What follows belongs to an exercise in optimizing a design on an open flow for small area; a production flow would make more cautious choices. The RTL was checked by simulation tests, not by an equivalence proof against the original design. No activity file was given, so power comes from the tool's default toggle rates.

Design ym2149, start of the top module:
module ym2149
(
	input      [7:0] I_DA,
	output reg [7:0] O_DA,
	output           O_DA_OE_L,
	input            I_A9_L,
	input            I_A8,
	input            I_BDIR,
	input            I_BC2,
	input            I_BC1,
	input            I_SEL_L,
	output reg [9:0] O_AUDIO,
	input      [7:0] I_IOA,
	output     [7:0] O_IOA,
	output           O_IOA_OE_L,
	input      [7:0] I_IOB,
	output     [7:0] O_IOB,
	output           O_IOB_OE_L,
	input            ENA,      
	input            RESET_L,
	input            CLK
);
For scale: roughly 3500 cells after synthesis, ~240 flip-flops.
==> flow/config.mk <==
export PLATFORM = sky130hd
export DESIGN_NAME = ym2149
export DESIGN_NICKNAME = ym2149
export VERILOG_FILES = /design/flow/design.v
export SDC_FILE = /design/flow/constraint.sdc
export NUM_CORES = 4
export LEC_CHECK = 0
export CAP_MARGIN = 25
export CELL_PAD_IN_SITES_DETAIL_PLACEMENT = 1
export CELL_PAD_IN_SITES_GLOBAL_PLACEMENT = 2
export CORE_MARGIN = 2
export CORE_UTILIZATION = 20
export CTS_BUF_LIST = sky130_fd_sc_hd__clkbuf_4 sky130_fd_sc_hd__clkbuf_8
export GPL_TIMING_DRIVEN = 0
export PLACE_DENSITY = 0.25
export SLEW_MARGIN = 20
export SYNTH_MEMORY_MAX_BITS = 65536
==> flow/constraint.sdc <==
create_clock -name core_clock -period 20.0 [get_ports {CLK}]
set_input_delay 4.0000 -clock core_clock [delete_from_list [all_inputs] [get_ports {CLK}]]
set_output_delay 4.0000 -clock core_clock [all_outputs]
set_load 0.01 [all_outputs]
standard.sh (not shown) runs the stock make flow with config.mk's settings and CLKGATE_MAP_FILE= SYNTH_SCRIPT=/design/flow/synth_recipe.tcl, a recipe that flattens the netlist after the stock synthesis.
==> flow/flow/run.sh <==
#!/bin/bash
# Own layout flow: the standard layout (standard.sh) with one change. Its synthesis
# (synth_recipe.tcl, ORFS's synth.tcl) maps the logic with the area-oriented ABC script
# flow/abc.script instead of ORFS's speed script, and keeps ABC from using the two cells
# with the smallest output load limits (a2111oi_0, o311ai_0), which the routed layout's
# wires can overload. Everything else, the registers included, is the standard synthesis
# and layout.
set -euo pipefail
W=$(pwd)
X="-dont_use sky130_fd_sc_hd__a2111oi_0 -dont_use sky130_fd_sc_hd__o311ai_0"
sed "s#log_cmd abc {\*}\$abc_args#log_cmd abc {*}[lreplace \$abc_args 1 1 $W/flow/abc.script] $X#" \
  "$FLOW_HOME/scripts/synth.tcl" > "$W/own_synth_body.tcl"
grep -q "flow/abc.script" "$W/own_synth_body.tcl"
sed "s#source \$::env(SCRIPTS_DIR)/synth.tcl#source $W/own_synth_body.tcl#" synth_recipe.tcl > "$W/own_synth.tcl"
grep -q "own_synth_body.tcl" "$W/own_synth.tcl"
bash standard.sh SYNTH_SCRIPT="$W/own_synth.tcl" finish > "$W/flow_make.log" 2>&1
==> flow/flow/abc.script <==
strash
&get -n
&dch -f
&nf -a -R 1000
&put
The starting point went through all stages and came out clean.
Then changed:
CAP_MARGIN = 20   (was 25)
SLEW_MARGIN = 15   (was 20)
Outcome: Final area falls by 0.88%. First-iteration DRC count went up by 5.4%. Maximum frequency came out lower by 5.9%.
Then changed:
CAP_MARGIN = 30   (was 20)
SLEW_MARGIN = 20   (was 15)
After rerunning: Via count barely changes. Combinational power rises slightly. Worst setup slack gets better by 1.1 ns. Wire length hardly moves. Cell area rises slightly. Critical path depth rises by 2. Synthesized cell count stays the same. Global-route usage rises by 0.19 points. Non-clock buffer count rises by 35. Synthesized area does not change. Power hardly moves.

* * *

build 23:
Another version of the RTL of ym2149 (not shown whole).
For scale: ~3800 cells after synthesis, roughly 250 flip-flops, roughly 26000 um^2 of cells after synthesis.
export LEC_CHECK = 0
export CAP_MARGIN = 20
export CORE_MARGIN = 2
export CORE_UTILIZATION = 50
export CTS_BUF_LIST = sky130_fd_sc_hd__clkbuf_4 sky130_fd_sc_hd__clkbuf_8
export PLACE_DENSITY = 0.6
export SLEW_MARGIN = 20
export SYNTH_MEMORY_MAX_BITS = 65536
create_clock -name core_clock -period 20.0 [get_ports {CLK}]
==> flow/flow/run.sh <==
#!/bin/bash
# Own layout flow: the standard layout (standard.sh) with one change. Its synthesis
# (synth_recipe.tcl, ORFS's synth.tcl) maps the logic with the area-oriented ABC script
# flow/abc.script instead of ORFS's speed script. Everything else, the registers included,
# is the standard synthesis and layout.
set -euo pipefail
W=$(pwd)
sed "s#log_cmd abc {\*}\$abc_args#log_cmd abc {*}[lreplace \$abc_args 1 1 $W/flow/abc.script]#" \
  "$FLOW_HOME/scripts/synth.tcl" > "$W/own_synth_body.tcl"
grep -q "flow/abc.script" "$W/own_synth_body.tcl"
sed "s#source \$::env(SCRIPTS_DIR)/synth.tcl#source $W/own_synth_body.tcl#" synth_recipe.tcl > "$W/own_synth.tcl"
grep -q "own_synth_body.tcl" "$W/own_synth.tcl"
bash standard.sh SYNTH_SCRIPT="$W/own_synth.tcl" finish > "$W/flow_make.log" 2>&1
Scripts as last shown in full above: flow/flow/abc.script
Build 23 never completed; the flow aborted with a tool error in global routing (5_1_grt).
Relative to build 23, the following input files were edited for build 96:
- PLACE_DENSITY: 0.6 -> 0.5
- CORE_UTILIZATION: 50 -> 40
Results
- Build 96 vs build 23: initial cell density of the core down
- Build 96 ends up with higher number of buffers added by the clock tree synthesis step than build 23 does.
- The higher post-place instance area of build 23 and build 96 is in build 96.
- Build 23 -> build 96: post-synthesis compound-gate area fraction delta 0, exact match
- Build 96: aborted in global routing (5_1_grt) (tool error)
- Build 96 has chip height above what build 23 had.
- NOTE number of placed instances with taps included build 23->build 96 increased by a few percent
Here is what was changed in the inputs of build 81 compared with build 96.
- a change of CORE_UTILIZATION from 40 to 50
- a change of PLACE_DENSITY from 0.5 to 0.6
==> flow/run.sh (new file) <==
#!/bin/bash
# synth_recipe.tcl (not shown) runs the flow's synth.tcl, then flattens the netlist and writes it again
# the make line also repeats each setting of config.mk as NAME=value (left out here)
make -C /OpenROAD-flow-scripts/flow DESIGN_CONFIG=/design/flow/config.mk WORK_HOME=/design/flow/orfs CLKGATE_MAP_FILE= SYNTH_SCRIPT=/design/flow/synth_recipe.tcl finish
removed: flow/flow/run.sh
removed: flow/flow/abc.script
removed: flow/standard.sh
Results
Run status, build 81: aborted in global routing (5_1_grt), error GRT-0116. Diff build 96..build 81 | count of state elements after synthesis | unchanged. Against build 96, build 81 comes in 19% higher on cell area after synthesis. Build 81 vs. build 96: synthesized cell count shows an increase of 726; average size of a mapped cell shows no meaningful change; share of synthesized cell area in full adder, half adder and majority cells lost 0.68 points.

* * *

ym2149, a different RTL version from the one above (not shown whole).
Size: roughly 3600 cells after synthesis, about 240 flip-flops.
export LEC_CHECK = 0
export CAP_MARGIN = 35
export CELL_PAD_IN_SITES_DETAIL_PLACEMENT = 1
export CELL_PAD_IN_SITES_GLOBAL_PLACEMENT = 2
export CORE_MARGIN = 2
export CORE_UTILIZATION = 20
export CTS_BUF_LIST = sky130_fd_sc_hd__clkbuf_4 sky130_fd_sc_hd__clkbuf_8
export GPL_TIMING_DRIVEN = 0
export PLACE_DENSITY = 0.25
export SLEW_MARGIN = 20
export SYNTH_MEMORY_MAX_BITS = 65536
create_clock -name core_clock -period 20.0 [get_ports {CLK}]
==> flow/flow/run.sh <==
#!/bin/bash
# Own layout flow: the standard layout (standard.sh) with one change. Its synthesis
# (synth_recipe.tcl, ORFS's synth.tcl) maps the logic with the area-oriented ABC script
# flow/abc.script instead of ORFS's speed script, and keeps ABC from using the two cells
# with the smallest output load limits (a2111oi_0, o311ai_0), which the routed layout's
# wires can overload. Everything else, the registers included, is the standard synthesis
# and layout.
set -euo pipefail
W=$(pwd)
X="-dont_use sky130_fd_sc_hd__a2111oi_0 -dont_use sky130_fd_sc_hd__o311ai_0"
sed "s#log_cmd abc {\*}\$abc_args#log_cmd abc {*}[lreplace \$abc_args 1 1 $W/flow/abc.script] $X#" \
  "$FLOW_HOME/scripts/synth.tcl" > "$W/own_synth_body.tcl"
grep -q "flow/abc.script" "$W/own_synth_body.tcl"
sed "s#source \$::env(SCRIPTS_DIR)/synth.tcl#source $W/own_synth_body.tcl#" synth_recipe.tcl > "$W/own_synth.tcl"
grep -q "own_synth_body.tcl" "$W/own_synth.tcl"
bash standard.sh SYNTH_SCRIPT="$W/own_synth.tcl" finish > "$W/flow_make.log" 2>&1
==> flow/flow/abc.script <==
strash
&get -n
&dch -f
&nf -a -R 1000
&put
The baseline finished with timing, DRC and antenna clean.
Then changed:
CAP_MARGIN = 25   (was 35)
Effect:
- design area shrinks by 2.0%
- total power went down by 1.1%
- combinational power falls by about 2%
- clock skew barely changes
- routed wire length is about the same
- sequential share of layout area came out higher by 0.36 points
- setup slack loses 140 ps
- maximum frequency went down by 0.75%
- critical path depth is higher by 2

* * *

Another version of the RTL of ym2149 (not shown whole).
For scale: roughly 70 I/O pins, about 26,000 um2 of cells after synthesis.
// ym2149
module ym2149
(
	input      [7:0] I_DA,
	output reg [7:0] O_DA,
	output           O_DA_OE_L,
	input            I_A9_L,
	input            I_A8,
	input            I_BDIR,
	input            I_BC2,
	input            I_BC1,
	input            I_SEL_L,
	output reg [9:0] O_AUDIO,
	input      [7:0] I_IOA,
	output     [7:0] O_IOA,
	output           O_IOA_OE_L,
	input      [7:0] I_IOB,
	output     [7:0] O_IOB,
	output           O_IOB_OE_L,
	input            ENA,      
	input            RESET_L,
	input            CLK
);
	reg  [3:0]  cnt_div;
	reg         noise_div;
	reg         ena_div;
	reg         ena_div_noise;
	reg  [16:0] poly17;
	reg  [3:0]  addr;          
	reg         addr_hi_zero;  
	reg         busctrl_addr;
	reg         busctrl_we;
	reg         busctrl_re;
	reg  [7:0]  regs [0:15];
	wire        env_reset;
	reg  [7:0]  ioa_inreg;
	reg  [7:0]  iob_inreg;
	reg  [4:0]  noise_gen_cnt;
	wire        noise_gen_op;
	reg  [11:0] tone_gen_cnt [1:3];
	reg  [3:1]  tone_gen_op;
	reg  [15:0] env_gen_cnt;
	reg         env_ena;
	reg         env_hold;
	reg         env_inc;
	reg  [4:0]  env_vol;
	wire [11:0] vol_table_in;
	wire [9:0]  vol_table_out;
	reg  [9:0]  vol_table_val;  
	reg  [9:0]  vol_table_rd;   
	integer i;
	reg cs;
	always @(*) begin
		busctrl_addr = 1'b0;
		busctrl_we = 1'b0;
		busctrl_re = 1'b0;
		cs = (I_A9_L == 1'b0) && (I_A8 == 1'b1) && addr_hi_zero;
		case({I_BDIR, I_BC2, I_BC1})
			3'b001: busctrl_addr = 1'b1;
			3'b011: busctrl_re = cs;
			3'b100: busctrl_addr = 1'b1;
			3'b110: busctrl_we = cs;
			3'b111: busctrl_addr = 1'b1;
			default: ;
		endcase
	end
	assign O_DA_OE_L = ~busctrl_re;
  ...
==> flow/config.mk <==
export PLATFORM = sky130hd
export DESIGN_NAME = ym2149
export DESIGN_NICKNAME = ym2149
export VERILOG_FILES = /design/flow/design.v
export SDC_FILE = /design/flow/constraint.sdc
export NUM_CORES = 4
export LEC_CHECK = 0
export CAP_MARGIN = 20
export CORE_MARGIN = 2
export CORE_UTILIZATION = 30
export CTS_BUF_LIST = sky130_fd_sc_hd__clkbuf_4 sky130_fd_sc_hd__clkbuf_8
export PLACE_DENSITY = 0.34
export SLEW_MARGIN = 20
export SYNTH_MEMORY_MAX_BITS = 65536
==> flow/constraint.sdc <==
create_clock -name core_clock -period 20.0 [get_ports {CLK}]
set_input_delay 4.0000 -clock core_clock [delete_from_list [all_inputs] [get_ports {CLK}]]
set_output_delay 4.0000 -clock core_clock [all_outputs]
set_load 0.01 [all_outputs]
==> flow/flow/run.sh <==
#!/bin/bash
# Own layout flow: the standard layout (standard.sh) with one change. Its synthesis
# (synth_recipe.tcl, ORFS's synth.tcl) maps the logic with the area-oriented ABC script
# flow/abc.script instead of ORFS's speed script. Everything else, the registers included,
# is the standard synthesis and layout.
set -euo pipefail
W=$(pwd)
sed "s#log_cmd abc {\*}\$abc_args#log_cmd abc {*}[lreplace \$abc_args 1 1 $W/flow/abc.script]#" \
  "$FLOW_HOME/scripts/synth.tcl" > "$W/own_synth_body.tcl"
grep -q "flow/abc.script" "$W/own_synth_body.tcl"
sed "s#source \$::env(SCRIPTS_DIR)/synth.tcl#source $W/own_synth_body.tcl#" synth_recipe.tcl > "$W/own_synth.tcl"
grep -q "own_synth_body.tcl" "$W/own_synth.tcl"
bash standard.sh SYNTH_SCRIPT="$W/own_synth.tcl" finish > "$W/flow_make.log" 2>&1
Scripts as last shown in full above: flow/flow/abc.script
The baseline aborted during 5_1_grt, error GRT-0116.
Next try:
--- a/flow/config.mk
+++ b/flow/config.mk
@@ -10 +10 @@
-export CORE_UTILIZATION = 30
+export CORE_UTILIZATION = 35
@@ -12 +12 @@
-export PLACE_DENSITY = 0.34
+export PLACE_DENSITY = 0.45
Effect: The new run ended with an error in 5_1_grt on GRT-0116. Area after synthesis does not change. Synthesized cell count does not change.

## afterwards: timing with drivers on the ports
How much do the figures lean on ideal ports? The routed layouts below were timed once more, with nothing changed but the port constraints.
Step 1 (the two cells are an assumption about what drives the block):
set clk [get_ports {CLK}]
set_driving_cell -lib_cell sky130_fd_sc_hd__clkbuf_16 $clk
set_driving_cell -lib_cell sky130_fd_sc_hd__buf_2 [delete_from_list [all_inputs] $clk]
Step 2 adds t to the input delays and takes it off the output delays; t is the mean of the earliest and latest rising clock arrival at the registers after step 1. Input paths then give back, and output paths get back, about the clock's delay inside the block.
a / b / c = ideal / step 1 / step 2; a / b = the first two.
run | t, ns | setup WS [ns] | hold WS [ns]
the first run of note 1 | 0.762 | 2.057 / 2.057 / 2.057 | 0.353 / 0.353 / 0.353
the second run of note 1 | 0.770 | 0.938 / 0.938 / 0.938 | 0.349 / 0.349 / 0.349
the third run of note 1 | 0.734 | 2.037 / 2.037 / 2.037 | 0.348 / 0.348 / 0.348
the first run of note 3 | 0.681 | 1.829 / 1.829 / 1.829 | 0.350 / 0.350 / 0.350
the second run of note 3 | 0.696 | 1.692 / 1.692 / 1.692 | 0.349 / 0.349 / 0.349
After both steps every run listed still meets setup and hold.
